Background: an optimization exercise with open tools, aiming at small area. Do not read the settings as production practice.
Function was checked by simulation only, so behaviour that the tests miss may differ from the original.
The clock port is modelled as an ideal driver; clocking choices that lean on that would not hold on a real chip.
Power figures rest on the tool's default switching activity, not on a simulated workload.

File: design/flow/design.v
module deja_glitch_power (
	input	wire	clk_i,
	input	wire	rst_i,
	input	wire	stb_i,
	input	wire	we_i,
	input	wire	[3:0] adr_i,
	input	wire	[7:0] dat_i,
	output	reg		ack_o,
	output	reg		[7:0] dat_o,
	input	wire	run_i,
	output	reg		power_o
	);
localparam IDLE = 2'd0, RUN = 2'd1, FIN = 2'd2, RUN_IDLE = 2'd3;
reg	[15:0]	rcn;		 
wire	[15:0]	run_cnt = ~rcn;
reg	[15:0]	nit;		 
reg	[1:0]	state;
reg	[7:0]	size;
reg	[7:0]	step;
reg			finished;
wire m1 = step[0] & nit[0];
wire m2 = step[0] & nit[1];
wire m3 = step[0] & nit[2];
wire m4 = step[0] & nit[3];
wire m5 = step[0] & nit[4];
wire m6 = step[0] & nit[5];
wire m7 = step[0] & nit[6];
wire m8 = step[0] & nit[7];
wire m9 = step[0] & nit[8];
wire m10 = step[0] & nit[9];
wire m11 = step[0] & nit[10];
wire m12 = step[0] & nit[11];
wire m13 = step[0] & nit[12];
wire m14 = step[0] & nit[13];
wire m15 = step[0] & nit[14];
wire m16 = step[0] & nit[15];
wire m17 = step[1] & nit[0];
wire m18 = step[1] & nit[1];
wire m19 = step[1] & nit[2];
wire m20 = step[1] & nit[3];
wire m21 = step[1] & nit[4];
wire m22 = step[1] & nit[5];
wire m23 = step[1] & nit[6];
wire m24 = step[1] & nit[7];
wire m25 = step[1] & nit[8];
wire m26 = step[1] & nit[9];
wire m27 = step[1] & nit[10];
wire m28 = step[1] & nit[11];
wire m29 = step[1] & nit[12];
wire m30 = step[1] & nit[13];
wire m31 = step[1] & nit[14];
wire m32 = step[2] & nit[0];
wire m33 = step[2] & nit[1];
wire m34 = step[2] & nit[2];
wire m35 = step[2] & nit[3];
wire m36 = step[2] & nit[4];
wire m37 = step[2] & nit[5];
wire m38 = step[2] & nit[6];
wire m39 = step[2] & nit[7];
wire m40 = step[2] & nit[8];
wire m41 = step[2] & nit[9];
wire m42 = step[2] & nit[10];
wire m43 = step[2] & nit[11];
wire m44 = step[2] & nit[12];
wire m45 = step[2] & nit[13];
wire m46 = step[3] & nit[0];
wire m47 = step[3] & nit[1];
wire m48 = step[3] & nit[2];
wire m49 = step[3] & nit[3];
wire m50 = step[3] & nit[4];
wire m51 = step[3] & nit[5];
wire m52 = step[3] & nit[6];
wire m53 = step[3] & nit[7];
wire m54 = step[3] & nit[8];
wire m55 = step[3] & nit[9];
wire m56 = step[3] & nit[10];
wire m57 = step[3] & nit[11];
wire m58 = step[3] & nit[12];
wire m59 = step[4] & nit[0];
wire m60 = step[4] & nit[1];
wire m61 = step[4] & nit[2];
wire m62 = step[4] & nit[3];
wire m63 = step[4] & nit[4];
wire m64 = step[4] & nit[5];
wire m65 = step[4] & nit[6];
wire m66 = step[4] & nit[7];
wire m67 = step[4] & nit[8];
wire m68 = step[4] & nit[9];
wire m69 = step[4] & nit[10];
wire m70 = step[4] & nit[11];
wire m71 = step[5] & nit[0];
wire m72 = step[5] & nit[1];
wire m73 = step[5] & nit[2];
wire m74 = step[5] & nit[3];
wire m75 = step[5] & nit[4];
wire m76 = step[5] & nit[5];
wire m77 = step[5] & nit[6];
wire m78 = step[5] & nit[7];
wire m79 = step[5] & nit[8];
wire m80 = step[5] & nit[9];
wire m81 = step[5] & nit[10];
wire m82 = step[6] & nit[0];
wire m83 = step[6] & nit[1];
wire m84 = step[6] & nit[2];
wire m85 = step[6] & nit[3];
wire m86 = step[6] & nit[4];
wire m87 = step[6] & nit[5];
wire m88 = step[6] & nit[6];
wire m89 = step[6] & nit[7];
wire m90 = step[6] & nit[8];
wire m91 = step[6] & nit[9];
wire m92 = step[7] & nit[0];
wire m93 = step[7] & nit[1];
wire m94 = step[7] & nit[2];
wire m95 = step[7] & nit[3];
wire m96 = step[7] & nit[4];
wire m97 = step[7] & nit[5];
wire m98 = step[7] & nit[6];
wire m99 = step[7] & nit[7];
wire m100 = step[7] & nit[8];
wire m101 = run_cnt[5] ^ m21;
wire m102 = run_cnt[5] & m21;
wire m103 = run_cnt[6] ^ m22 ^ m36;
wire m104 = (run_cnt[6] & m22) | (run_cnt[6] & m36) | (m22 & m36);
wire m105 = m49 ^ m61;
wire m106 = m49 & m61;
wire m107 = run_cnt[7] ^ m23 ^ m37;
wire m108 = (run_cnt[7] & m23) | (run_cnt[7] & m37) | (m23 & m37);
wire m109 = m50 ^ m62 ^ m73;
wire m110 = (m50 & m62) | (m50 & m73) | (m62 & m73);
wire m111 = m8 ^ m83;
wire m112 = m8 & m83;
wire m113 = run_cnt[8] ^ m24 ^ m38;
wire m114 = (run_cnt[8] & m24) | (run_cnt[8] & m38) | (m24 & m38);
wire m115 = m51 ^ m63 ^ m74;
wire m116 = (m51 & m63) | (m51 & m74) | (m63 & m74);
wire m117 = m84 ^ m9 ^ m93;
wire m118 = (m84 & m9) | (m84 & m93) | (m9 & m93);
wire m119 = run_cnt[9] ^ m10 ^ m25;
wire m120 = (run_cnt[9] & m10) | (run_cnt[9] & m25) | (m10 & m25);
wire m121 = m39 ^ m52 ^ m64;
wire m122 = (m39 & m52) | (m39 & m64) | (m52 & m64);
wire m123 = m75 ^ m85 ^ m94;
wire m124 = (m75 & m85) | (m75 & m94) | (m85 & m94);
wire m125 = run_cnt[10] ^ m11 ^ m26;
wire m126 = (run_cnt[10] & m11) | (run_cnt[10] & m26) | (m11 & m26);
wire m127 = m40 ^ m53 ^ m65;
wire m128 = (m40 & m53) | (m40 & m65) | (m53 & m65);
wire m129 = m76 ^ m86 ^ m95;
wire m130 = (m76 & m86) | (m76 & m95) | (m86 & m95);
wire m131 = run_cnt[11] ^ m12 ^ m27;
wire m132 = (run_cnt[11] & m12) | (run_cnt[11] & m27) | (m12 & m27);
wire m133 = m41 ^ m54 ^ m66;
wire m134 = (m41 & m54) | (m41 & m66) | (m54 & m66);
wire m135 = m77 ^ m87 ^ m96;
wire m136 = (m77 & m87) | (m77 & m96) | (m87 & m96);
wire m137 = run_cnt[12] ^ m13 ^ m28;
wire m138 = (run_cnt[12] & m13) | (run_cnt[12] & m28) | (m13 & m28);
wire m139 = m42 ^ m55 ^ m67;
wire m140 = (m42 & m55) | (m42 & m67) | (m55 & m67);
wire m141 = m78 ^ m88 ^ m97;
wire m142 = (m78 & m88) | (m78 & m97) | (m88 & m97);
wire m143 = run_cnt[13] ^ m14 ^ m29;
wire m144 = (run_cnt[13] & m14) | (run_cnt[13] & m29) | (m14 & m29);
wire m145 = m43 ^ m56 ^ m68;
wire m146 = (m43 & m56) | (m43 & m68) | (m56 & m68);
wire m147 = m79 ^ m89 ^ m98;
wire m148 = (m79 & m89) | (m79 & m98) | (m89 & m98);
wire m149 = run_cnt[14] ^ m15 ^ m30;
wire m150 = (run_cnt[14] & m15) | (run_cnt[14] & m30) | (m15 & m30);
wire m151 = m44 ^ m57 ^ m69;
wire m152 = (m44 & m57) | (m44 & m69) | (m57 & m69);
wire m153 = m80 ^ m90 ^ m99;
wire m154 = (m80 & m90) | (m80 & m99) | (m90 & m99);
wire m155 = run_cnt[3] ^ m19;
wire m156 = run_cnt[3] & m19;
wire m157 = run_cnt[4] ^ m20 ^ m34;
wire m158 = (run_cnt[4] & m20) | (run_cnt[4] & m34) | (m20 & m34);
wire m159 = m47 ^ m5;
wire m160 = m47 & m5;
wire m161 = m35 ^ m48 ^ m6;
wire m162 = (m35 & m48) | (m35 & m6) | (m48 & m6);
wire m163 = m60 ^ m71 ^ m101;
wire m164 = (m60 & m71) | (m60 & m101) | (m71 & m101);
wire m165 = m7 ^ m72 ^ m82;
wire m166 = (m7 & m72) | (m7 & m82) | (m72 & m82);
wire m167 = m102 ^ m105 ^ m103;
wire m168 = (m102 & m105) | (m102 & m103) | (m105 & m103);
wire m169 = m92 ^ m106 ^ m111;
wire m170 = (m92 & m106) | (m92 & m111) | (m106 & m111);
wire m171 = m104 ^ m107 ^ m109;
wire m172 = (m104 & m107) | (m104 & m109) | (m107 & m109);
wire m173 = m112 ^ m108 ^ m110;
wire m174 = (m112 & m108) | (m112 & m110) | (m108 & m110);
wire m175 = m113 ^ m115 ^ m117;
wire m176 = (m113 & m115) | (m113 & m117) | (m115 & m117);
wire m177 = m114 ^ m116 ^ m118;
wire m178 = (m114 & m116) | (m114 & m118) | (m116 & m118);
wire m179 = m119 ^ m121 ^ m123;
wire m180 = (m119 & m121) | (m119 & m123) | (m121 & m123);
wire m181 = m120 ^ m122 ^ m124;
wire m182 = (m120 & m122) | (m120 & m124) | (m122 & m124);
wire m183 = m125 ^ m127 ^ m129;
wire m184 = (m125 & m127) | (m125 & m129) | (m127 & m129);
wire m185 = m126 ^ m128 ^ m130;
wire m186 = (m126 & m128) | (m126 & m130) | (m128 & m130);
wire m187 = m131 ^ m133 ^ m135;
wire m188 = (m131 & m133) | (m131 & m135) | (m133 & m135);
wire m189 = m132 ^ m134 ^ m136;
wire m190 = (m132 & m134) | (m132 & m136) | (m134 & m136);
wire m191 = m137 ^ m139 ^ m141;
wire m192 = (m137 & m139) | (m137 & m141) | (m139 & m141);
wire m193 = m138 ^ m140 ^ m142;
wire m194 = (m138 & m140) | (m138 & m142) | (m140 & m142);
wire m195 = m143 ^ m145 ^ m147;
wire m196 = (m143 & m145) | (m143 & m147) | (m145 & m147);
wire m197 = m144 ^ m146 ^ m148;
wire m198 = (m144 & m146) | (m144 & m148) | (m146 & m148);
wire m199 = m149 ^ m151 ^ m153;
wire m200 = (m149 & m151) | (m149 & m153) | (m151 & m153);
wire m201 = run_cnt[2] ^ m18;
wire m202 = run_cnt[2] & m18;
wire m203 = m33 ^ m4 ^ m46;
wire m204 = (m33 & m4) | (m33 & m46) | (m4 & m46);
wire m205 = m59 ^ m156 ^ m159;
wire m206 = (m59 & m156) | (m59 & m159) | (m156 & m159);
wire m207 = m160 ^ m158 ^ m161;
wire m208 = (m160 & m158) | (m160 & m161) | (m158 & m161);
wire m209 = m162 ^ m165 ^ m164;
wire m210 = (m162 & m165) | (m162 & m164) | (m165 & m164);
wire m211 = m166 ^ m169 ^ m168;
wire m212 = (m166 & m169) | (m166 & m168) | (m169 & m168);
wire m213 = m170 ^ m172 ^ m173;
wire m214 = (m170 & m172) | (m170 & m173) | (m172 & m173);
wire m215 = m174 ^ m176 ^ m177;
wire m216 = (m174 & m176) | (m174 & m177) | (m176 & m177);
wire m217 = m178 ^ m180 ^ m181;
wire m218 = (m178 & m180) | (m178 & m181) | (m180 & m181);
wire m219 = m182 ^ m184 ^ m185;
wire m220 = (m182 & m184) | (m182 & m185) | (m184 & m185);
wire m221 = m186 ^ m188 ^ m189;
wire m222 = (m186 & m188) | (m186 & m189) | (m188 & m189);
wire m223 = m190 ^ m192 ^ m193;
wire m224 = (m190 & m192) | (m190 & m193) | (m192 & m193);
wire m225 = m194 ^ m196 ^ m197;
wire m226 = (m194 & m196) | (m194 & m197) | (m196 & m197);
wire m227 = run_cnt[1] ^ m17;
wire m228 = run_cnt[1] & m17;
wire m229 = m3 ^ m32 ^ m201;
wire m230 = (m3 & m32) | (m3 & m201) | (m32 & m201);
wire m231 = m202 ^ m155 ^ m203;
wire m232 = (m202 & m155) | (m202 & m203) | (m155 & m203);
wire m233 = m204 ^ m157 ^ m205;
wire m234 = (m204 & m157) | (m204 & m205) | (m157 & m205);
wire m235 = m206 ^ m163 ^ m207;
wire m236 = (m206 & m163) | (m206 & m207) | (m163 & m207);
wire m237 = m208 ^ m167 ^ m209;
wire m238 = (m208 & m167) | (m208 & m209) | (m167 & m209);
wire m239 = m171 ^ m210 ^ m211;
wire m240 = (m171 & m210) | (m171 & m211) | (m210 & m211);
wire m241 = m175 ^ m212 ^ m213;
wire m242 = (m175 & m212) | (m175 & m213) | (m212 & m213);
wire m243 = m179 ^ m214 ^ m215;
wire m244 = (m179 & m214) | (m179 & m215) | (m214 & m215);
wire m245 = m183 ^ m216 ^ m217;
wire m246 = (m183 & m216) | (m183 & m217) | (m216 & m217);
wire m247 = m187 ^ m218 ^ m219;
wire m248 = (m187 & m218) | (m187 & m219) | (m218 & m219);
wire m249 = m191 ^ m220 ^ m221;
wire m250 = (m191 & m220) | (m191 & m221) | (m220 & m221);
wire m251 = m195 ^ m222 ^ m223;
wire m252 = (m195 & m222) | (m195 & m223) | (m222 & m223);
wire m253 = m199 ^ m224 ^ m225;
wire m254 = (m199 & m224) | (m199 & m225) | (m224 & m225);
wire m255 = run_cnt[0] ^ m1;
wire m256 = run_cnt[0] & m1;
wire m257 = m2 ^ m227 ^ m256;
wire m258 = (m2 & m227) | (m2 & m256) | (m227 & m256);
wire m259 = m228 ^ m229 ^ m258;
wire m260 = (m228 & m229) | (m228 & m258) | (m229 & m258);
wire m261 = m230 ^ m231 ^ m260;
wire m262 = (m230 & m231) | (m230 & m260) | (m231 & m260);
wire m263 = m232 ^ m233 ^ m262;
wire m264 = (m232 & m233) | (m232 & m262) | (m233 & m262);
wire m265 = m234 ^ m235 ^ m264;
wire m266 = (m234 & m235) | (m234 & m264) | (m235 & m264);
wire m267 = m236 ^ m237 ^ m266;
wire m268 = (m236 & m237) | (m236 & m266) | (m237 & m266);
wire m269 = m238 ^ m239 ^ m268;
wire m270 = (m238 & m239) | (m238 & m268) | (m239 & m268);
wire [7:0] dlo = {m269, m267, m265, m263, m261, m259, m257, m255};
wire hi0 = ~(m241 ^ m240 ^ m270) &
	~((m243 ^ m242) ^ (m241 | m240)) &
	~((m245 ^ m244) ^ (m243 | m242)) &
	~((m247 ^ m246) ^ (m245 | m244)) &
	~((m249 ^ m248) ^ (m247 | m246)) &
	~((m251 ^ m250) ^ (m249 | m248)) &
	~((m253 ^ m252) ^ (m251 | m250)) &
	~((run_cnt[15] ^ m16 ^ m31 ^ m45 ^ m58 ^ m70 ^ m81 ^ m91 ^ m100 ^ m150 ^ m152 ^ m154 ^ m198 ^ m200 ^ m226 ^ m254) ^ (m253 | m252));
wire eq0 = hi0 && (dlo == 8'd0);
wire eqs = hi0 && (dlo == size);
wire in_idle = (state == IDLE);
wire in_run = (state == RUN);
wire in_fin = (state == FIN);
wire in_ri = (state == RUN_IDLE);
wire next_iter = in_fin | (in_ri & !run_i);
wire [16:0] rz, nz;
assign rz[0] = 1'b1;
assign nz[0] = next_iter;
genvar gi;
generate for (gi = 0; gi < 16; gi = gi + 1) begin : dec
	assign rz[gi+1] = rz[gi] & ~rcn[gi];
	assign nz[gi+1] = nz[gi] & ~nit[gi];
end endgenerate
always @(posedge clk_i) begin
	rcn <= (in_run && !rst_i) ? rcn ^ rz[15:0] : ~{15'd0, in_idle & run_i & !rst_i};
	nit <= rst_i ? 16'd0 : nit ^ nz[15:0];
	finished <= in_fin & !rst_i;
	ack_o <= !rst_i && stb_i && (we_i ? (adr_i[3:1] == 3'd0) : (adr_i < 4'd3));
	if (rst_i) begin
		size <= 8'd1;
		step <= 8'd1;
		power_o <= 1'b1;
		dat_o <= 8'd0;
		state <= IDLE;
	end else begin
		if (stb_i) begin
			if (we_i) begin
				if (adr_i == 4'd0) size <= dat_i;
				if (adr_i == 4'd1) step <= dat_i;
				if (adr_i[3:1] != 3'd0) dat_o <= 8'd0;
			end else begin
				case (adr_i)
				4'd0: dat_o <= size;
				4'd1: dat_o <= step;
				4'd2: dat_o <= {7'd0, finished};
				default: dat_o <= 8'd0;
				endcase
			end
		end
		case (state)
		IDLE: begin
			power_o <= !(run_i && eq0);
			if (run_i) state <= RUN;
		end
		RUN: begin
			if (!run_i) state <= FIN;
			else if (eq0) power_o <= 1'b0;
			else if (eqs) begin
				power_o <= 1'b1;
				state <= RUN_IDLE;
			end
		end
		RUN_IDLE: begin
			if (!run_i) state <= IDLE;
		end
		default: begin
			power_o <= 1'b1;
			state <= IDLE;
		end
		endcase
	end
end
endmodule
File: design/flow/flow/run.sh
#!/bin/bash
# Standard ORFS flow, with one extra step between synthesis and floorplan:
# flow/polar.py re-chooses signal polarities in the synthesized netlist (full
# adders and gates with complemented inputs/outputs) to remove inverters.
# Registers are not touched. Extra make settings (clock tree options, port
# buffer cell) come from flow/make_args.txt, one per line.
# Each tool's output goes to its own log file here.
set -euo pipefail
RES=orfs/results/${FLOW_PLATFORM}/deja_glitch_power/base
LIB=${FLOW_HOME}/platforms/${FLOW_PLATFORM}/lib/sky130_fd_sc_hd__tt_025C_1v80.lib
ARGS=()
if [[ -f flow/make_args.txt ]]; then
  while IFS= read -r line; do
    [[ -n "$line" ]] && ARGS+=("$line")
  done < flow/make_args.txt
fi

bash standard.sh synth > log_synth.txt 2>&1
cp ${RES}/1_2_yosys.v 1_2_yosys_standard.v
yosys -q -l log_yosys_json.txt -p "read_liberty -lib ${LIB}; read_verilog ${RES}/1_2_yosys.v; write_json polar_in.json" > /dev/null 2>&1
POLAR_ITERS=2000 python3 flow/polar.py ${LIB} polar_in.json polar_out.json --downsize > log_polar.txt 2>&1
# keep the new netlist only if it computes the same flip-flop inputs and outputs
# as the synthesized one on random patterns
if python3 flow/check.py ${LIB} polar_in.json polar_out.json > log_check.txt 2>&1; then
  yosys -q -l log_yosys_write.txt -p "read_json polar_out.json; write_verilog -noattr -nohex -nodec ${RES}/1_2_yosys.v" > /dev/null 2>&1
fi
rm -f ${RES}/1_synth.odb ${RES}/1_synth.sdc
bash standard.sh "PRE_CTS_TCL=$(pwd)/flow/clock.tcl" "${ARGS[@]}" finish > log_finish.txt 2>&1
File: design/flow/flow/check.py
"""Random-pattern equivalence of two netlists (Yosys JSON, same flops/ports):
compares every flop D input and output port for 256 random patterns of
flop outputs and input ports. Usage: check.py LIB a.json b.json"""
import json, re, sys, random
sys.setrecursionlimit(100000)
LIB, A, B = sys.argv[1:4]
txt = open(LIB).read()
funcs = {}
st = [m for m in re.finditer(r'\n\s*cell\s*\(\s*"?(\w+)"?\s*\)', txt)]
for m, n in zip(st, st[1:] + [None]):
    blk = txt[m.end(): n.start() if n else len(txt)]
    f = {}
    for pm in re.finditer(r'\bpin\s*\(\s*"?(\w+)"?\s*\)\s*\{', blk):
        seg = blk[pm.end(): pm.end() + 4000]
        nx = re.search(r'\bpin\s*\(', seg)
        if nx: seg = seg[:nx.start()]
        fm = re.search(r'\bfunction\s*:\s*"([^"]*)"', seg)
        d = re.search(r'direction\s*:\s*"?(\w+)"?', seg)
        if fm and d and d.group(1) == 'output':
            f[pm.group(1)] = fm.group(1)
    funcs[m.group(1)] = f
W = 1024
MASK = (1 << W) - 1
def ev(expr, v):
    e = expr.replace('!', '~')
    e = re.sub(r'\b([A-Za-z_]\w*)\b', lambda m: f"v['{m.group(1)}']", e)
    return eval(e) & MASK

def load(f):
    m = json.load(open(f))['modules']['deja_glitch_power']
    return m
def run(m, seedvals):
    C = m['cells']
    drv = {}
    for cn, c in C.items():
        for p, bs in c['connections'].items():
            if c['port_directions'][p] == 'output':
                for b in bs: drv[b] = (cn, p)
    val = {'0': 0, '1': MASK, 'x': 0}
    # sources: input ports, flop outputs named by cell name
    for pn, p in m['ports'].items():
        if p['direction'] == 'input':
            for i, b in enumerate(p['bits']):
                val[b] = seedvals[(pn, i)]
    for cn, c in C.items():
        if 'dfxtp' in c['type']:
            val[c['connections']['Q'][0]] = seedvals[('ff', cn)]
    memo = {}
    def get(b):
        if b in val: return val[b]
        cn, p = drv[b]
        c = C[cn]
        v = {pp: get(bs[0]) for pp, bs in c['connections'].items() if c['port_directions'][pp] == 'input'}
        r = ev(funcs[c['type']][p], v)
        val[b] = r
        return r
    out = {}
    for cn, c in C.items():
        if 'dfxtp' in c['type']:
            out[('D', cn)] = get(c['connections']['D'][0])
    for pn, p in m['ports'].items():
        if p['direction'] == 'output':
            for i, b in enumerate(p['bits']):
                out[('port', pn, i)] = get(b)
    return out
ma, mb = load(A), load(B)
random.seed(7)
seed = {}
for pn, p in ma['ports'].items():
    if p['direction'] == 'input':
        for i in range(len(p['bits'])): seed[(pn, i)] = random.getrandbits(W)
for cn, c in ma['cells'].items():
    if 'dfxtp' in c['type']: seed[('ff', cn)] = random.getrandbits(W)
oa, ob = run(ma, seed), run(mb, seed)
bad = [k for k in oa if oa[k] != ob.get(k)]
print("check: %d outputs, %d differ" % (len(oa), len(bad)), bad[:10])
sys.exit(1 if bad else 0)
# locate: bits computed in both whose values are neither equal nor complementary
def allvals(m, seedvals):
    C = m['cells']
    drv = {}
    for cn, c in C.items():
        for p, bs in c['connections'].items():
            if c['port_directions'][p] == 'output':
                for b in bs: drv[b] = (cn, p)
    res = {}
    run(m, seedvals)
    return drv
File: design/flow/flow/clock.tcl
# PRE_CTS hook: a two-level clock tree. The clock port drives one
# CLOCK_ROOT_BUF buffer; it drives CLOCK_LEAVES leaf buffers (CLOCK_LEAF_BUF),
# each at the centroid of an equal share of the flip-flops, split by
# recursive bisection of their positions. TritonCTS then finds no unbuffered
# clock net with more than one sink, so it adds nothing.
set block [ord::get_db_block]
set db [ord::get_db]
set clknet [$block findNet clk_i]
set leafm [$db findMaster $::env(CLOCK_LEAF_BUF)]
set rootm [$db findMaster $::env(CLOCK_ROOT_BUF)]
set nleaves $::env(CLOCK_LEAVES)

set sinks {}
foreach it [$clknet getITerms] {
  set loc [[$it getInst] getLocation]
  lappend sinks [list $it [lindex $loc 0] [lindex $loc 1]]
}

# split a list of sinks into k groups of near-equal size along the wider side
proc bisect {sinks k} {
  if {$k <= 1} { return [list $sinks] }
  set xs [lmap s $sinks {lindex $s 1}]
  set ys [lmap s $sinks {lindex $s 2}]
  set w [expr {[tcl::mathfunc::max {*}$xs] - [tcl::mathfunc::min {*}$xs]}]
  set h [expr {[tcl::mathfunc::max {*}$ys] - [tcl::mathfunc::min {*}$ys]}]
  set idx [expr {$w >= $h ? 1 : 2}]
  set sorted [lsort -integer -index $idx $sinks]
  set k1 [expr {$k / 2}]
  set n1 [expr {int(round([llength $sinks] * double($k1) / $k))}]
  return [concat [bisect [lrange $sorted 0 [expr {$n1 - 1}]] $k1] \
                 [bisect [lrange $sorted $n1 end] [expr {$k - $k1}]]]
}

set root [odb::dbInst_create $block $rootm clk_root_buf]
set rootnet [odb::dbNet_create $block clk_root]
$rootnet setSigType CLOCK
[$root findITerm A] connect $clknet
[$root findITerm X] connect $rootnet

set ax 0; set ay 0; set c 0
foreach grp [bisect $sinks $nleaves] {
  set buf [odb::dbInst_create $block $leafm clk_leaf_buf_$c]
  set net [odb::dbNet_create $block clk_leaf_$c]
  $net setSigType CLOCK
  set sx 0; set sy 0
  foreach s $grp {
    set it [lindex $s 0]
    $it disconnect
    $it connect $net
    set sx [expr {$sx + [lindex $s 1]}]; set sy [expr {$sy + [lindex $s 2]}]
  }
  set m [llength $grp]
  set x [expr {$sx / $m}]; set y [expr {$sy / $m}]
  [$buf findITerm A] connect $rootnet
  [$buf findITerm X] connect $net
  $buf setLocation $x $y
  $buf setPlacementStatus PLACED
  set ax [expr {$ax + $x}]; set ay [expr {$ay + $y}]
  puts "clock.tcl: leaf $c: $m sinks at $x $y"
  incr c
}
$root setLocation [expr {$ax / $c}] [expr {$ay / $c}]
$root setPlacementStatus PLACED
puts "clock.tcl: root $::env(CLOCK_ROOT_BUF), $c leaves of $::env(CLOCK_LEAF_BUF)"
File: design/flow/flow/make_args.txt
CLOCK_ROOT_BUF=sky130_fd_sc_hd__clkbuf_4
CLOCK_LEAF_BUF=sky130_fd_sc_hd__clkbuf_4
CLOCK_LEAVES=8
BUFFER_PORTS_ARGS=-buffer_cell sky130_fd_sc_hd__buf_1
CTS_ARGS=-clk_nets clk_i -repair_clock_nets
File: design/flow/flow/polar.py
#!/usr/bin/env python3
"""Re-choose signal polarities in a mapped sky130 netlist (Yosys JSON) to drop inverters.

Every inverter/buffer chain between two cells is removed.  Each remaining cell may be
replaced by the library cell that computes its function with all inputs complemented
and/or its output(s) complemented (and2 -> nand2/nor2/or2, a21oi -> o21a, fa with all
inputs complemented gives complemented outputs, ...); XOR/XNOR cells accept either
polarity on each input.  Half adders are first split into xor2 + and2 so that their
parts can take part.  The choice is made by simulated annealing on total area, and one
inverter is put back on each net that still has a consumer needing the other polarity.
The logic function of the netlist is unchanged.
usage: polar.py LIB in.json out.json"""
import json, re, sys, random, itertools, math, os

LIB, IN, OUT = sys.argv[1:4]
DOWNSIZE = '--downsize' in sys.argv
P = "sky130_fd_sc_hd__"

# ---------------- liberty ----------------
txt = open(LIB).read()
cells = {}
starts = [m.start() for m in re.finditer(r'\n\s*cell\s*\(\s*"?([\w]+)"?\s*\)', txt)]
starts.append(len(txt))
for a, b in zip(starts, starts[1:]):
    blk = txt[a:b]
    name = re.search(r'cell\s*\(\s*"?([\w]+)"?\s*\)', blk).group(1)
    area = float(re.search(r'\barea\s*:\s*([\d.]+)', blk).group(1))
    pins = {}
    for pm in re.finditer(r'\bpin\s*\(\s*"?(\w+)"?\s*\)\s*\{', blk):
        seg = blk[pm.end(): pm.end() + 4000]
        nxt = re.search(r'\bpin\s*\(', seg)
        if nxt: seg = seg[:nxt.start()]
        d = re.search(r'direction\s*:\s*"?(\w+)"?', seg)
        f = re.search(r'\bfunction\s*:\s*"([^"]*)"', seg)
        pins[pm.group(1)] = (d.group(1) if d else None, f.group(1) if f else None)
    seq = bool(re.search(r'\b(ff|latch|statetable)\s*\(', blk))
    cells[name] = dict(area=area, pins=pins, seq=seq)

def tt(func, ins):
    expr = func.replace('!', '~')
    expr = re.sub(r'\b([A-Za-z_]\w*)\b', lambda m: f"v['{m.group(1)}']", expr)
    out = 0
    for i, vals in enumerate(itertools.product([0, 1], repeat=len(ins))):
        v = dict(zip(ins, vals))
        if eval(expr) & 1:
            out |= 1 << i
    return out

info = {}
for name, c in cells.items():
    if c['seq'] or not name.startswith(P):
        continue
    rest = name[len(P):]
    if rest.startswith('lpflow') or rest.startswith('probe'):
        continue
    ins = sorted(p for p, (d, f) in c['pins'].items() if d == 'input')
    outs = [(p, f) for p, (d, f) in c['pins'].items() if d == 'output' and f]
    if not outs or not ins or len(ins) > 5:
        continue
    try:
        tts = tuple(sorted((p, tt(f, ins)) for p, f in outs))
    except Exception:
        continue
    info[name] = dict(ins=tuple(ins), tts=tts, area=c['area'])

def drive(name):
    m = re.search(r'_(\d+)$', name)
    return int(m.group(1)) if m else -1

lookup = {}
for name, c in info.items():
    rest = name[len(P):]
    if 'dly' in rest or rest.startswith('clk'):
        continue
    key = (c['ins'], tuple(t for p, t in c['tts']))
    lookup.setdefault(key, []).append(name)

def transform(t, n, i, o):
    N = 1 << n
    r = 0
    for x in range(N):
        y = (N - 1 - x) if i else x
        bit = (t >> y) & 1
        if o: bit ^= 1
        r |= bit << x
    return r

def variants(ctype):
    """{(i,o): (celltype, {oldpin:newpin})} for the cell type"""
    c = info.get(ctype)
    if not c: return None
    n = len(c['ins'])
    res = {}
    for i in (0, 1):
        for o in (0, 1):
            tts = [transform(t, n, i, o) for p, t in c['tts']]
            cands = []
            for name in lookup.get((c['ins'], tuple(tts)), []) if len(c['tts']) == 1 else []:
                cands.append(name)
            if len(c['tts']) > 1:
                # multi-output: same cell if self-dual in this (i,o)
                if [t for p, t in c['tts']] == tts:
                    cands = [ctype]
                else:
                    # find a cell with same ins and these tts (any pin names, same order)
                    for name, cc in info.items():
                        if cc['ins'] == c['ins'] and len(cc['tts']) == len(tts) and [t for p, t in cc['tts']] == tts:
                            cands.append(name)
            cands = [x for x in cands if drive(x) == drive(ctype)] or \
                    [x for x in cands if drive(x) >= 1 and drive(x) <= max(1, drive(ctype))]
            if not cands: continue
            best = min(cands, key=lambda x: info[x]['area'])
            pm = {po: pn for (po, _), (pn, _) in zip(c['tts'], info[best]['tts'])}
            res[(i, o)] = (best, pm)
    return res

def is_inv(t): return t in info and len(info[t]['ins']) == 1 and [x for p, x in info[t]['tts']] == [0b01]
def is_buf(t): return t in info and len(info[t]['ins']) == 1 and [x for p, x in info[t]['tts']] == [0b10]
def is_xor(t): return re.match(P + r'x(n)?or[23]_\d+$', t) is not None

# ---------------- netlist ----------------
J = json.load(open(IN))
tops = [k for k, m in J['modules'].items() if m.get('attributes', {}).get('top')] or list(J['modules'])
mod = J['modules'][tops[0]]
C = mod['cells']

def allbits():
    bs = [b for c in C.values() for x in c['connections'].values() for b in x if isinstance(b, int)]
    bs += [b for p in mod['ports'].values() for b in p['bits'] if isinstance(b, int)]
    return bs
nextbit = [max(allbits()) + 1]
def newbit():
    b = nextbit[0]; nextbit[0] += 1; return b

def mkcell(t, conns):
    dirs = {}
    for p in conns:
        d = cells[t]['pins'][p][0]
        dirs[p] = d
    return {'hide_name': 0, 'type': t, 'parameters': {}, 'attributes': {},
            'port_directions': dirs, 'connections': conns}

# split half adders
for cn in [cn for cn, c in C.items() if re.match(P + r'ha_\d+$', c['type'])]:
    c = C.pop(cn)
    a, b = c['connections']['A'], c['connections']['B']
    C[cn + '_s'] = mkcell(P + 'xor2_1', {'A': list(a), 'B': list(b), 'X': list(c['connections']['SUM'])})
    C[cn + '_c'] = mkcell(P + 'and2_1', {'A': list(a), 'B': list(b), 'X': list(c['connections']['COUT'])})

port_bits = set(b for p in mod['ports'].values() for b in p['bits'] if isinstance(b, int))
driver = {}
for cn, c in C.items():
    for pin, bits in c['connections'].items():
        if c['port_directions'][pin] == 'output':
            for b in bits: driver[b] = (cn, pin)

def in_bit(c):
    return [b for p, bs in c['connections'].items() if c['port_directions'][p] == 'input' for b in bs][0]
def out_bit(c):
    return [b for p, bs in c['connections'].items() if c['port_directions'][p] == 'output' for b in bs][0]

T = set()
for cn, c in C.items():
    if (is_inv(c['type']) or is_buf(c['type'])) and out_bit(c) not in port_bits and isinstance(in_bit(c), int):
        T.add(cn)

def resolve(b):
    q = 0
    while isinstance(b, int) and b in driver and driver[b][0] in T:
        c = C[driver[b][0]]
        q ^= 1 if is_inv(c['type']) else 0
        b = in_bit(c)
    return b, q

VAR = {}
for cn, c in C.items():
    if cn in T: continue
    if is_xor(c['type']):
        VAR[cn] = 'xor'
    else:
        v = variants(c['type'])
        if v and len(v) > 1:
            VAR[cn] = v
state = {cn: (0, 0) for cn in VAR}

cons = []
for cn, c in C.items():
    if cn in T: continue
    for pin, bits in c['connections'].items():
        if c['port_directions'][pin] != 'input': continue
        for i, b in enumerate(bits):
            r, q = resolve(b)
            cons.append((cn, pin, i, r, q))
for pn, p in mod['ports'].items():
    if p['direction'] == 'output':
        for i, b in enumerate(p['bits']):
            r, q = resolve(b)
            if r != b:
                cons.append((None, pn, i, r, q))
by_root = {}
for x in cons:
    by_root.setdefault(x[3], []).append(x)

def rootpol(r):
    if not isinstance(r, int) or r not in driver: return 0
    cn = driver[r][0]
    v = VAR.get(cn)
    if v is None: return 0
    return state[cn][1]

def need(x):
    cn, pin, i, r, q = x
    if cn is None: return q
    v = VAR.get(cn)
    if v == 'xor': return None
    if v is None: return q
    return q ^ state[cn][0]

INV = info[P + 'inv_1']['area']
def root_cost(r):
    pr = rootpol(r)
    for x in by_root.get(r, []):
        n = need(x)
        if n is not None and n != pr:
            return INV
    return 0.0

def cell_area(cn):
    v = VAR[cn]
    if v == 'xor': return info[C[cn]['type']]['area']
    return info[v[state[cn]][0]]['area']

def touched(cn):
    rs = set()
    c = C[cn]
    for pin, bits in c['connections'].items():
        for b in bits:
            rs.add(b if c['port_directions'][pin] == 'output' else resolve(b)[0])
    return rs
tr = {cn: touched(cn) for cn in VAR}
roots = set(by_root)
def total():
    return sum(root_cost(r) for r in roots) + sum(cell_area(cn) for cn in VAR)

def opts(cn):
    v = VAR[cn]
    if v == 'xor': return [(0, 0), (0, 1)]
    return list(v.keys())

base = total()
names = list(VAR)
def anneal(seed, init):
    random.seed(seed)
    state.update(init)
    cur = total()
    best, best_state = cur, dict(state)
    iters = int(os.environ.get("POLAR_ITERS", "400")) * len(names)
    for it in range(iters):
        temp = 3.0 * (1 - it / iters) + 0.01
        cn = random.choice(names)
        o = opts(cn)
        new = random.choice([x for x in o if x != state[cn]])
        rs = tr[cn]
        old = state[cn]
        before = sum(root_cost(r) for r in rs) + cell_area(cn)
        state[cn] = new
        after = sum(root_cost(r) for r in rs) + cell_area(cn)
        d = after - before
        if d <= 0 or random.random() < math.exp(-d / temp):
            cur += d
            if cur < best - 1e-9:
                best, best_state = cur, dict(state)
        else:
            state[cn] = old
    state.update(best_state)
    for sweep in range(10):
        improved = False
        for cn in names:
            for new in opts(cn):
                rs = tr[cn]; old = state[cn]
                before = sum(root_cost(r) for r in rs) + cell_area(cn)
                state[cn] = new
                after = sum(root_cost(r) for r in rs) + cell_area(cn)
                if after < before - 1e-9: improved = True
                else: state[cn] = old
        if not improved: break
    return total(), dict(state)
inits = [{cn: (0, 0) for cn in names}]
flipped = {}
for cn in names:
    o = opts(cn)
    flipped[cn] = (1, 1) if (1, 1) in o else (0, 0)
inits.append(flipped)
results = []
for k, init in enumerate(inits * int(os.environ.get("POLAR_RESTARTS", "2"))):
    results.append(anneal(k + 1, init))
    sys.stderr.write(f"polar: run {k} cost {results[-1][0]:.1f}\n")
bestc, bests = min(results, key=lambda x: x[0])
state.update(bests)
final = total()
sys.stderr.write(f"polar: {len(T)} inverters/buffers removed, cost {base:.1f} -> {final:.1f}\n")

# ---------------- rebuild ----------------
inv_of = {}
newcells = {}
def inv_bit(r):
    if r not in inv_of:
        if not isinstance(r, int):
            inv_of[r] = {'0': '1', '1': '0'}.get(r, r)
        else:
            b = newbit()
            newcells[f"polar_inv_{b}"] = mkcell(P + 'inv_1', {'A': [r], 'Y': [b]})
            inv_of[r] = b
    return inv_of[r]

xor_par = {cn: 0 for cn in VAR if VAR[cn] == 'xor'}
for x in cons:
    cn, pin, i, r, q = x
    pr = rootpol(r)
    if cn is None:
        # output port reached through a removed chain: drive it with a buffer/inverter
        n = q
        src = r if n == pr else inv_bit(r)
        b = mod['ports'][pin]['bits'][i]
        newcells[f"polar_obuf_{pin}_{i}"] = mkcell(P + 'buf_1', {'A': [src], 'X': [b]})
        continue
    n = need(x)
    if n is None:
        xor_par[cn] ^= (pr ^ q)
        C[cn]['connections'][pin][i] = r
    elif n == pr:
        C[cn]['connections'][pin][i] = r
    else:
        C[cn]['connections'][pin][i] = inv_bit(r)
for cn, v in VAR.items():
    c = C[cn]
    if v == 'xor':
        if xor_par[cn] ^ state[cn][1]:
            old = c['type']
            newt = old.replace('xnor', 'XOR').replace('xor', 'xnor').replace('XOR', 'xor')
            po = info[old]['tts'][0][0]; pn = info[newt]['tts'][0][0]
            conns = {(pn if p == po else p): list(bs) for p, bs in c['connections'].items()}
            C[cn] = mkcell(newt, conns)
        continue
    newt, pm = v[state[cn]]
    if newt == c['type']:
        continue
    conns = {}
    for p, bs in c['connections'].items():
        conns[pm.get(p, p)] = list(bs)
    C[cn] = mkcell(newt, conns)
for cn in T:
    del C[cn]
C.update(newcells)
# drive strength: the later repair steps upsize what timing needs, so start every
# combinational cell at its smallest drive with the same pins
if DOWNSIZE:
    for cn, c in list(C.items()):
        t = c['type']
        m = re.match(r'(.*)_(\d+)$', t)
        if not m or t not in info or int(m.group(2)) <= 1:
            continue
        alt = m.group(1) + '_1'
        if alt in info and info[alt]['ins'] == info[t]['ins'] and \
                [p for p, _ in info[alt]['tts']] == [p for p, _ in info[t]['tts']] and \
                info[alt]['area'] < info[t]['area']:
            c['type'] = alt
json.dump(J, open(OUT, 'w'))
File: design/flow/standard.sh
#!/bin/bash
# synth_recipe.tcl (not shown) runs the flow's synth.tcl, then flattens the netlist and writes it again
# the make line also repeats each setting of config.mk as NAME=value (left out here)
make -C /OpenROAD-flow-scripts/flow DESIGN_CONFIG=/design/flow/config.mk WORK_HOME=/design/flow/orfs CLKGATE_MAP_FILE= SYNTH_SCRIPT=/design/flow/synth_recipe.tcl "${@:-finish}"
File: design/flow/config.mk
export PLATFORM = sky130hd
export DESIGN_NAME = deja_glitch_power
export DESIGN_NICKNAME = deja_glitch_power
export VERILOG_FILES = /design/flow/design.v
export SDC_FILE = /design/flow/constraint.sdc
export NUM_CORES = 4
export LEC_CHECK = 0
export CAP_MARGIN = 20
export CORE_MARGIN = 2
export CORE_UTILIZATION = 80
export PLACE_DENSITY = 0.9
export SLEW_MARGIN = 20
File: design/flow/constraint.sdc
create_clock -name core_clock -period 6.0 [get_ports {clk_i}]
set_input_delay 1.2000 -clock core_clock [delete_from_list [all_inputs] [get_ports {clk_i}]]
set_output_delay 1.2000 -clock core_clock [all_outputs]
set_load 0.01 [all_outputs]
==> results of run 1 <==
[worst max-delay path: stages (launching register included)]
cell and delay [ps]:
dfxtp_1 800, nand2_1 160, fa_1 540, inv_1 50, fa_1 560, fa_1 200
fa_1 180, inv_1 60, fa_1 450, fa_1 460, fa_1 530, xnor2_1 150
nor4_1 430, a21boi_0 160, o31a_1 300, nor2_1 90
[cells in the final DEF (no fill, tap or decap), types with 4 or more instances in the layout]
master,count
or2_1,8
a22oi_1,8
mux2_2,7
xnor2_1,29
mux2i_1,16
nor3_1,4
nand2_1,136
dfxtp_1,61
xor2_1,45
nor4_1,4
inv_1,21
nor2_1,61
clkbuf_4,9
fa_1,77
buf_1,25
[flip-flops by register name, summed over array words and instances (netlist names)]
| signal | cells |
|---|---|
| rcn | 16 |
| size | 8 |
| nit | 16 |
| step | 8 |
| finished | 1 |
| power_o | 1 |
| ack_o | 1 |
| state | 2 |
| dat_o | 8 |
[worst min-delay path by stage]
stage	from	to	slack, ps	cells after the start
after CTS	dat_o[2]	dat_o[2]	510	2
after global placement	dat_o[4]	dat_o[4]	490	2
after detailed placement	dat_o[3]	dat_o[3]	510	2
final	dat_o[5]	dat_o[5]	530	2
after floorplan	size[0]	size[0]	480	1
after global routing	dat_o[3]	dat_o[3]	540	2
[final cells by class]
| class | count | area (µm²) |
|---|---|---|
| buffer | 9 | 67.56 |
| fill | 320 | 774.5 |
| inverter | 21 | 78.83 |
| multi-input combinational | 420 | 3543 |
| sequential | 61 | 1221 |
| tap | 75 | 93.84 |
| timing repair buffer | 27 | 106.4 |
[routing by layer]
metal,routed length (µm),vias to the layer above
met5,0,-
met2,5634,211
met3,949,43
met1,4202,1804
met4,471,0
li1,-,1652
[power groups by stage]
stage          Clock (mW)  Combinational (mW)  Sequential [mW]
6_report            0.207               0.115            0.438
2_1_floorplan           0              0.0793            0.439
3_3_place_gp            0               0.106            0.445
4_1_cts             0.142               0.113            0.447
5_1_grt             0.220               0.128            0.440
3_5_place_dp            0               0.112            0.446
==> run notes, run 1 <==
Hold Vio Cnt, Final=0; Worst Setup EP=power_o; Worst Path Class, Setup=reg2reg; clock share of power=0.272; cts repair resizes=0; largest net degree at the start of global routing=47; worst path required time=6370 ps; vias in the first global route=3827; status=timing/DRC/antenna clean; worst setup margin=813.1 ps; Synth Net Count=596; gr busiest metal=met2; DP Worst Slack=889.6 ps; switching pwr=0.2274 mW; Detail Placement HPWL=8.534 mm; fin nets=634; DRT iter0 DRCs=294; WL/cell=18.36 µm; core footprint=5886 µm²; fin area=5111 µm²; Switching Share=0.2991; initial antenna violation count=0; CTS clock-pin slew for the worst setup and hold paths=100 ps; share of cells above drive strength 1=0.03903; Row Count=28; final antenna-violating net count=0; Peak Freq=192.8 MHz; register share of total power=0.576; I/O pin count=27; post-cts hold buffer count=0; Mapped Avg Cell Area=9.628 µm²; Worst Skew=30.44 ps; Mapped Cells=502; setup violators final=0; reg2reg start=step[0]; R2R cell count=15; LEAKAGE=1.583 nW; Pwr per Cell Area=148.8 nW/µm²; Syn. warnings=1; total of max-cap violations=0; Total GRT Usage=0.3620; total power=0.7604 mW; met3 Resource Use GR=0.05495; post-CTS setup buffer count=0; met1 Use GR=0.4614; DRC=0; hold slack=525.4 ps; final core occ=0.8684; HP Class=reg2reg; WL final=11.26 mm; RSZ-0062 raised after global routing=false; DR vias=3710; placed instance area=5034 µm²; post-synthesis cell area=4833 µm²; worst skew pair latency=450 ps; crit path time final=5187 ps; setup TNS=0 ps; Final Cycle Share=0.8645; Reg2Reg Setup Slack=810 ps; crit path from=step[0]; post-route insts no fill=613; Slew Limit Headroom=0.4086; WP data arrival=5560 ps; Ant. Diodes=0; Post-Place Cells=604; met2 GRT Util=0.6244; vias per cell=6.052; die area=6680 µm²; max-slew violation count=0; crit path launch type=flip-flop; DR pass1 iterations=5; total grt overflow=0; reg2reg end=power_o; Die Wd=81.73 µm; die height=81.73 µm; Port Buffers=26; Max VDD drop=0.2089 mV; CP Max Fanout=18; CP endpoint kind=flip-flop; Tightest Pin Transition=887.1 ps; area delta synth->final=5.747%; P_int=0.5330 mW; first-pass GRT wire length=18.21 mm; Starting Density=0.8212; gpl congestion=0.9281; Comb pwr share=0.151
==> run 2: changes to the inputs <==
==> design/flow/flow/make_args.txt (replaced) <==
CLOCK_ROOT_BUF=sky130_fd_sc_hd__clkbuf_4
CLOCK_LEAF_BUF=sky130_fd_sc_hd__clkbuf_4
CLOCK_LEAVES=7
BUFFER_PORTS_ARGS=-buffer_cell sky130_fd_sc_hd__buf_1
CTS_ARGS=-clk_nets clk_i -repair_clock_nets
--- a/design/flow/config.mk
+++ b/design/flow/config.mk
@@ -7,3 +7,3 @@
 export LEC_CHECK = 0
-export CAP_MARGIN = 20
+export CAP_MARGIN = 0
 export CORE_MARGIN = 2
@@ -11,2 +11,2 @@
 export PLACE_DENSITY = 0.9
-export SLEW_MARGIN = 20
+export SLEW_MARGIN = 0
==> run 2 against run 1 <==
Against the previous run: clock power decreased by 3%; still clean on timing, DRC and antenna; critical endpoint unchanged; largest power group unchanged; sequential power hardly changed; largest cell class unchanged; core utilization decreased by 0.30 points.
==> run notes, run 2 <==
status=timing/DRC/antenna clean (unchanged); Mapped Cells=502 (unchanged); total of max-cap violations=0 (unchanged); vias per cell=6.101 (was 6.052); final antenna-violating net count=0 (unchanged); HP Class=reg2reg (unchanged); area delta synth->final=5.385% (was 5.747%); I/O pin count=27 (unchanged); largest net degree at the start of global routing=47 (unchanged); Total GRT Usage=0.3639 (was 0.3620); max-slew violation count=0 (unchanged); WL/cell=18.58 µm (was 18.36 µm); clock share of power=0.266 (was 0.272); post-synthesis cell area=4833 µm² (unchanged); CP endpoint kind=flip-flop (unchanged); Slew Limit Headroom=0.1441 (was 0.4086); register share of total power=0.581 (was 0.576); CP Max Fanout=18 (unchanged); commonest non-fill, non-tap cell in the layout=nand2_1 (unchanged); Reg2Reg Setup Slack=810 ps (about the same); DR vias=3734 (was 3710); Final Cycle Share=0.8656 (was 0.8645); crit path launch type=flip-flop (unchanged); LEAKAGE=1.576 nW (was 1.583 nW); setup violators final=0 (unchanged); Hold Vio Cnt, Final=0 (unchanged); CP delay by family, top=adder cells (unchanged); core footprint=5886 µm² (unchanged); Detail Placement HPWL=8.534 mm (unchanged); P_int=0.5255 mW (was 0.5330 mW); DR pass1 iterations=5 (unchanged); Mapped Avg Cell Area=9.628 µm² (unchanged); Row Count=28 (unchanged); Starting Density=0.8212 (unchanged); Worst Skew=25.65 ps (was 30.44 ps); Peak Freq=192.5 MHz (was 192.8 MHz); initial antenna violation count=0 (unchanged); total grt overflow=0 (unchanged); Pwr per Cell Area=148.1 nW/µm² (was 148.8 nW/µm²); die height=81.73 µm (unchanged); Worst Path Class, Setup=reg2reg (unchanged); CP peak stage delay=790 ps (was 800 ps); CTS clock-pin slew for the worst setup and hold paths=100 ps (about the same); most frequent cells in the layout=nand2_1, fa_1, nor2_1, dfxtp_1, xor2_1 (unchanged); fin nets=633 (was 634); worst skew pair latency=440 ps (was 450 ps); RSZ-0062 raised after global routing=false (unchanged); Comb pwr share=0.153 (was 0.151); cts repair resizes=0 (unchanged); post-CTS setup buffer count=0 (unchanged); worst path required time=6320 ps (was 6370 ps); die area=6680 µm² (unchanged); Switching Share=0.3033 (was 0.2991); WP data arrival=5510 ps (was 5560 ps); WP buf/inv=2 (unchanged); most numerous cell on the critical path=fa_1 (unchanged); Tightest Pin Transition=1267 ps (was 887.1 ps); final core occ=0.8654 (was 0.8684); Port Buffers=26 (unchanged); crit path time final=5194 ps (was 5187 ps); crit-path cells=nand2_1, fa_1, inv_1, fa_1, fa_1, fa_1, inv_1, fa_1, fa_1, fa_1, xor2_1, nand4_1, or3b_2, nor4_1, nor2_1 (was nand2_1, fa_1, inv_1, fa_1, fa_1, fa_1, inv_1, fa_1, fa_1, fa_1, xnor2_1, nor4_1, a21boi_0, o31a_1, nor2_1); vias in the first global route=3864 (was 3827); WL final=11.37 mm (was 11.26 mm); post-cts hold buffer count=0 (unchanged); Synth Net Count=596 (unchanged); setup TNS=0 ps (unchanged); top flop regs=nit (16), rcn (16) (unchanged); Max VDD drop=0.2174 mV (was 0.2089 mV); share of cells above drive strength 1=0.03352 (was 0.03903); Die Wd=81.73 µm (unchanged); CP max-delay cell=dfxtp_1 (unchanged); Syn. warnings=1 (unchanged); Ant. Diodes=0 (unchanged); first-pass GRT wire length=18.33 mm (was 18.21 mm); switching pwr=0.2287 mW (was 0.2274 mW); DRC=0 (unchanged); DRT iter0 DRCs=349 (was 294); gpl congestion=0.9281 (unchanged)
run 2: changes by cell type in the layout (fill, tap and decap cells not counted), sizes merged:
cell,before,now
clkbuf,10,9
run 2: final timing paths:
check / cells after the start / from / endpoint
worst max-delay path: 15 / step[0] / power_o
worst min register to register: 2 / dat_o[4] / dat_o[4]
worst max register to register: 15 / step[0] / power_o
worst min-delay path: 2 / dat_o[4] / dat_o[4]
run 2: tightest hold or removal path: stages (launching register included):
cell,delay (ps)
dfxtp_1,340
a22oi_1,80
nor2_1,80
run 2: cell type report:
| class | instances | area [µm²] |
|---|---|---|
| repair buffers | 27 | 106.4 |
| flip-flops and latches | 61 | 1221 |
| inverters | 21 | 78.83 |
| plain buffers | 8 | 60.06 |
| well taps | 75 | 93.84 |
| multi-input cells | 420 | 3533 |
| fillers | 329 | 792.0 |
run 2: through the flow:
stage / setup slack [ps] / cell area [µm²] / hold slack, ps / cells / power [mW]
after floorplan: 1371 / 4833 / 478.4 / 502 / 0.5185
after global placement: 1107 / 5034 / 490.9 / 604 / 0.5518
after detailed placement: 889.6 / 5034 / 505.7 / 604 / 0.5586
after CTS: 894.6 / 5094 / 505.7 / 612 / 0.6932
after global routing: 609.0 / 5094 / 558.3 / 612 / 0.7780
final: 806.2 / 5094 / 526.9 / 612 / 0.7542
run 2: power by group through the flow:
| stage | clock network (mW) | registers [mW] | logic (mW) |
|---|---|---|---|
| final | 0.201 | 0.438 | 0.115 |
| after global placement | 0 | 0.445 | 0.106 |
| after detailed placement | 0 | 0.446 | 0.112 |
| after global routing | 0.211 | 0.440 | 0.127 |
| after CTS | 0.134 | 0.447 | 0.113 |
| after floorplan | 0 | 0.439 | 0.0793 |
run 2: routing by layer:
metal,GRT usage,share of wire,vias to the layer above,wire [µm]
li1,-,-,1650,-
met4,0.1367,0.045,0,507
met3,0.03956,0.089,65,1012
met2,0.6415,0.51,209,5746
met1,0.4652,0.36,1810,4102
met5,0,0,-,0
==> run 3: changes to the inputs <==
==> design/flow/flow/make_args.txt (replaced) <==
CLOCK_ROOT_BUF=sky130_fd_sc_hd__clkbuf_4
CLOCK_LEAF_BUF=sky130_fd_sc_hd__clkbuf_4
CLOCK_LEAVES=8
BUFFER_PORTS_ARGS=-buffer_cell sky130_fd_sc_hd__buf_1
CTS_ARGS=-clk_nets clk_i -repair_clock_nets
==> run 3 against run 2 <==
Against the previous run: still clean on timing, DRC and antenna; synthesized area unchanged; worst hold slack worse by 4.2 ps; core utilization up 0.13 points; via count down 0.21%; sequential power about the same; clock power up 3%; die area unchanged; worst setup slack better by 21 ps; critical path depth unchanged; routed wire length down 0.94%; combinational power about the same; critical endpoint unchanged; highest routed layer unchanged.
==> run notes, run 3 <==
core footprint=5886 µm² (unchanged); crit path launch type=flip-flop (unchanged); vias per cell=6.078 (was 6.101); fin nets=634 (was 633); Die Wd=81.73 µm (unchanged); area delta synth->final=5.540% (was 5.385%); share of cells above drive strength 1=0.03532 (was 0.03352); LEAKAGE=1.580 nW (was 1.576 nW); post-synthesis cell area=4833 µm² (unchanged); Worst Path Class, Setup=reg2reg (unchanged); setup violators final=0 (unchanged); Row Count=28 (unchanged); setup TNS=0 ps (unchanged); max-slew violation count=0 (unchanged); total power=0.7599 mW (was 0.7542 mW); post-cts hold buffer count=0 (unchanged); Tightest Pin Transition=1312 ps (was 1267 ps); DP Worst Slack=889.6 ps (unchanged); Total GRT Usage=0.3620 (was 0.3639); crit path time final=5172 ps (was 5194 ps); Ant. Diodes=0 (unchanged); total of max-cap violations=0 (unchanged); RSZ-0062 raised after global routing=false (unchanged); initial antenna violation count=0 (unchanged); Pwr per Cell Area=149.0 nW/µm² (was 148.1 nW/µm²); vias in the first global route=3827 (was 3864); DRC=0 (unchanged); R2R cell count=15 (unchanged); DR pass1 iterations=6 (was 5); worst setup margin=827.6 ps (was 806.2 ps); Port Buffers=26 (unchanged); Hold Vio Cnt, Final=0 (unchanged); Mapped Avg Cell Area=9.628 µm² (unchanged); commonest non-fill, non-tap cell in the layout=nand2_1 (unchanged); status=timing/DRC/antenna clean (unchanged); final antenna-violating net count=0 (unchanged); CP Max Fanout=18 (unchanged); cts repair resizes=0 (unchanged); Final Cycle Share=0.8621 (was 0.8656); first-pass GRT wire length=18.21 mm (was 18.33 mm); WP data arrival=5540 ps (was 5510 ps); die height=81.73 µm (unchanged); fillcell total=322 (was 329); DR vias=3726 (was 3734); I/O pin count=27 (unchanged); top flop regs=nit (16), rcn (16) (unchanged); most frequent cells in the layout=nand2_1, fa_1, nor2_1, dfxtp_1, xor2_1 (unchanged); DRT iter0 DRCs=337 (was 349); final core occ=0.8667 (was 0.8654); worst skew pair latency=450 ps (was 440 ps); Peak Freq=193.3 MHz (was 192.5 MHz); Slew Limit Headroom=0.1141 (was 0.1441); Detail Placement HPWL=8.534 mm (unchanged); gpl congestion=0.9281 (unchanged); post-CTS setup buffer count=0 (unchanged); WL final=11.26 mm (was 11.37 mm); Syn. warnings=1 (unchanged); CP endpoint kind=flip-flop (unchanged); HP Class=reg2reg (unchanged); Starting Density=0.8212 (unchanged); Synth Net Count=596 (unchanged); Mapped Cells=502 (unchanged); total grt overflow=0 (unchanged); Worst Skew=33.59 ps (was 25.65 ps); CTS clock-pin slew for the worst setup and hold paths=100 ps (about the same); Max VDD drop=0.2088 mV (was 0.2174 mV); hold path cells=2 (unchanged); WL/cell=18.37 µm (was 18.58 µm); worst path required time=6370 ps (was 6320 ps); largest net degree at the start of global routing=47 (unchanged); die area=6680 µm² (unchanged)
run 3: stage by stage:
stage	hold slack (ps)	std cells	instance area, µm²
after detailed placement	505.7	604	5034
final	522.6	613	5101
after floorplan	478.4	502	4833
after global placement	490.9	604	5034
after global routing	541.2	613	5101
after CTS	507.2	613	5101
run 3: final timing paths:
check             slack, ps        to     start
hold reg to reg         520  dat_o[4]  dat_o[4]
setup / recovery        830   power_o   step[0]
setup reg to reg        830   power_o   step[0]
hold / removal          520  dat_o[4]  dat_o[4]
run 3: critical path: stages, from the launching register on:
cell and delay (ps):
dfxtp_1 790, nand2_1 160, fa_1 540, inv_1 50, fa_1 560, fa_1 210, fa_1 180, inv_1 60
fa_1 450, fa_1 460, fa_1 450, xor2_1 200, nand4_1 150, or3b_2 510, o31a_1 250, nor2_1 90
run 3: layout make-up:
class	count	area, µm²	share of cell area
Inverter	21	78.83	0.01545
Tap cell	75	93.84	0.01840
Timing Repair Buffer	27	106.4	0.02085
Buffer	9	67.56	0.01325
Multi-Input combinational cell	420	3533	0.6927
Sequential cell	61	1221	0.2394
run 3: power by group:
group | switching [mW] | leakage, nW | total, mW | internal (mW)
combinational | 0.0658 | 1.04 | 0.114 | 0.0485
sequential | 0.0231 | 0.494 | 0.438 | 0.415
clock | 0.138 | 0.0414 | 0.208 | 0.0694
total | 0.227 | 1.58 | 0.760 | 0.533
run 3: per-layer routing:
metal | GRT usage | share of wire | up-vias
met2 | 0.6244 | 0.50 | 214
li1 | - | - | 1652
met4 | 0.1433 | 0.046 | 0
met5 | 0 | 0 | -
met1 | 0.4614 | 0.37 | 1803
met3 | 0.05495 | 0.090 | 57
==> run 4: changes to the inputs <==
--- a/design/flow/config.mk
+++ b/design/flow/config.mk
@@ -9,4 +9,4 @@
 export CORE_MARGIN = 2
-export CORE_UTILIZATION = 80
-export PLACE_DENSITY = 0.9
+export CORE_UTILIZATION = 88
+export PLACE_DENSITY = 0.95
 export SLEW_MARGIN = 0
==> run 4 against run 3 <==
Against the previous run: the flow now stops in 5_1_grt; synthesized area did not move; synthesized cell count is the same.
==> run notes, run 4 <==
vias in the first global route=5765; Detail Placement HPWL=10.59 mm (was 8.534 mm); Port Buffers=26 (unchanged); status=aborted with a tool error (was timing/DRC/antenna clean); DP Worst Slack=708.5 ps (was 889.6 ps); cts repair resizes=0 (unchanged); Mapped Cells=502 (unchanged); gpl congestion=0.9521 (was 0.9281); Syn. warnings=1 (unchanged); post-cts hold buffer count=0 (unchanged); halt point of the flow=5_1_grt; total grt overflow=163; post-CTS setup buffer count=0 (unchanged); Starting Density=0.9286 (was 0.8212); Row Count=26 (was 28); largest net degree at the start of global routing=47; die height=78.11 µm (was 81.73 µm); Synth Net Count=596 (unchanged); post-synthesis cell area=4833 µm² (unchanged); I/O pin count=27 (unchanged); Total GRT Usage=0.7850; first-pass GRT wire length=34.22 mm; stop err=[ERROR GRT-0116] Global routing finished with congestion. Check the congestion regions in the DRC Viewer.; Die Wd=78.11 µm (was 81.73 µm); Mapped Avg Cell Area=9.628 µm² (unchanged)
## run 4: how the worst max path moves through the flow
stage                     endpoint  slack, ps  cells past startpoint
after CTS                  power_o        510                     15
after floorplan            power_o       1370                     12
after detailed placement   power_o        710                     15
after global placement     power_o       1110                     15
## run 4: metal layers
metal / GRT usage / overflow
met5: 0 / 0
met4: 0.9281 / 65
met3: 0.4667 / 0
met1: 0.7901 / 0
met2: 1.022 / 98
## run 4: power by group through the flow
stage | clock network [mW] | registers, mW | logic, mW
CTS | 0.142 | 0.450 | 0.129
detailed placement | 0 | 0.447 | 0.119
global placement | 0 | 0.445 | 0.106
floorplan | 0 | 0.439 | 0.0793
## run 4: stage by stage
stage          area [µm²]  cells  hold slack, ps
4_1_cts              5095    608           510.1
3_5_place_dp         5027    599           497.4
3_3_place_gp         5027    599           492.0
2_1_floorplan        4833    502           478.4

-- static timing again, ports no longer ideal --
No port has a modelled driver above. Below, the same layouts with a new extraction and two added sets of constraints.
Step 1 (the two cells are an assumption about what drives the block):
set clk [get_ports {clk_i}]
set_driving_cell -lib_cell sky130_fd_sc_hd__clkbuf_16 $clk
set_driving_cell -lib_cell sky130_fd_sc_hd__buf_2 [delete_from_list [all_inputs] $clk]
Step 2 also shifts input and output timing later by t, the mid clock arrival at the registers, as if the neighbouring blocks saw the same clock.
Slacks: no drivers / after step 1 / after step 2; pairs: no drivers / after step 1.
run	t (ns)	setup slack, ns	hold WS [ns]	pins driven straight from the clock port
run 1	0.456	0.813 / 0.813 / 0.813	0.525 / 0.525 / 0.525	1
run 2	0.453	0.806 / 0.806 / 0.806	0.527 / 0.527 / 0.527	1
run 3	0.460	0.828 / 0.828 / 0.828	0.523 / 0.523 / 0.523	1
After both steps every run listed still meets setup and hold.
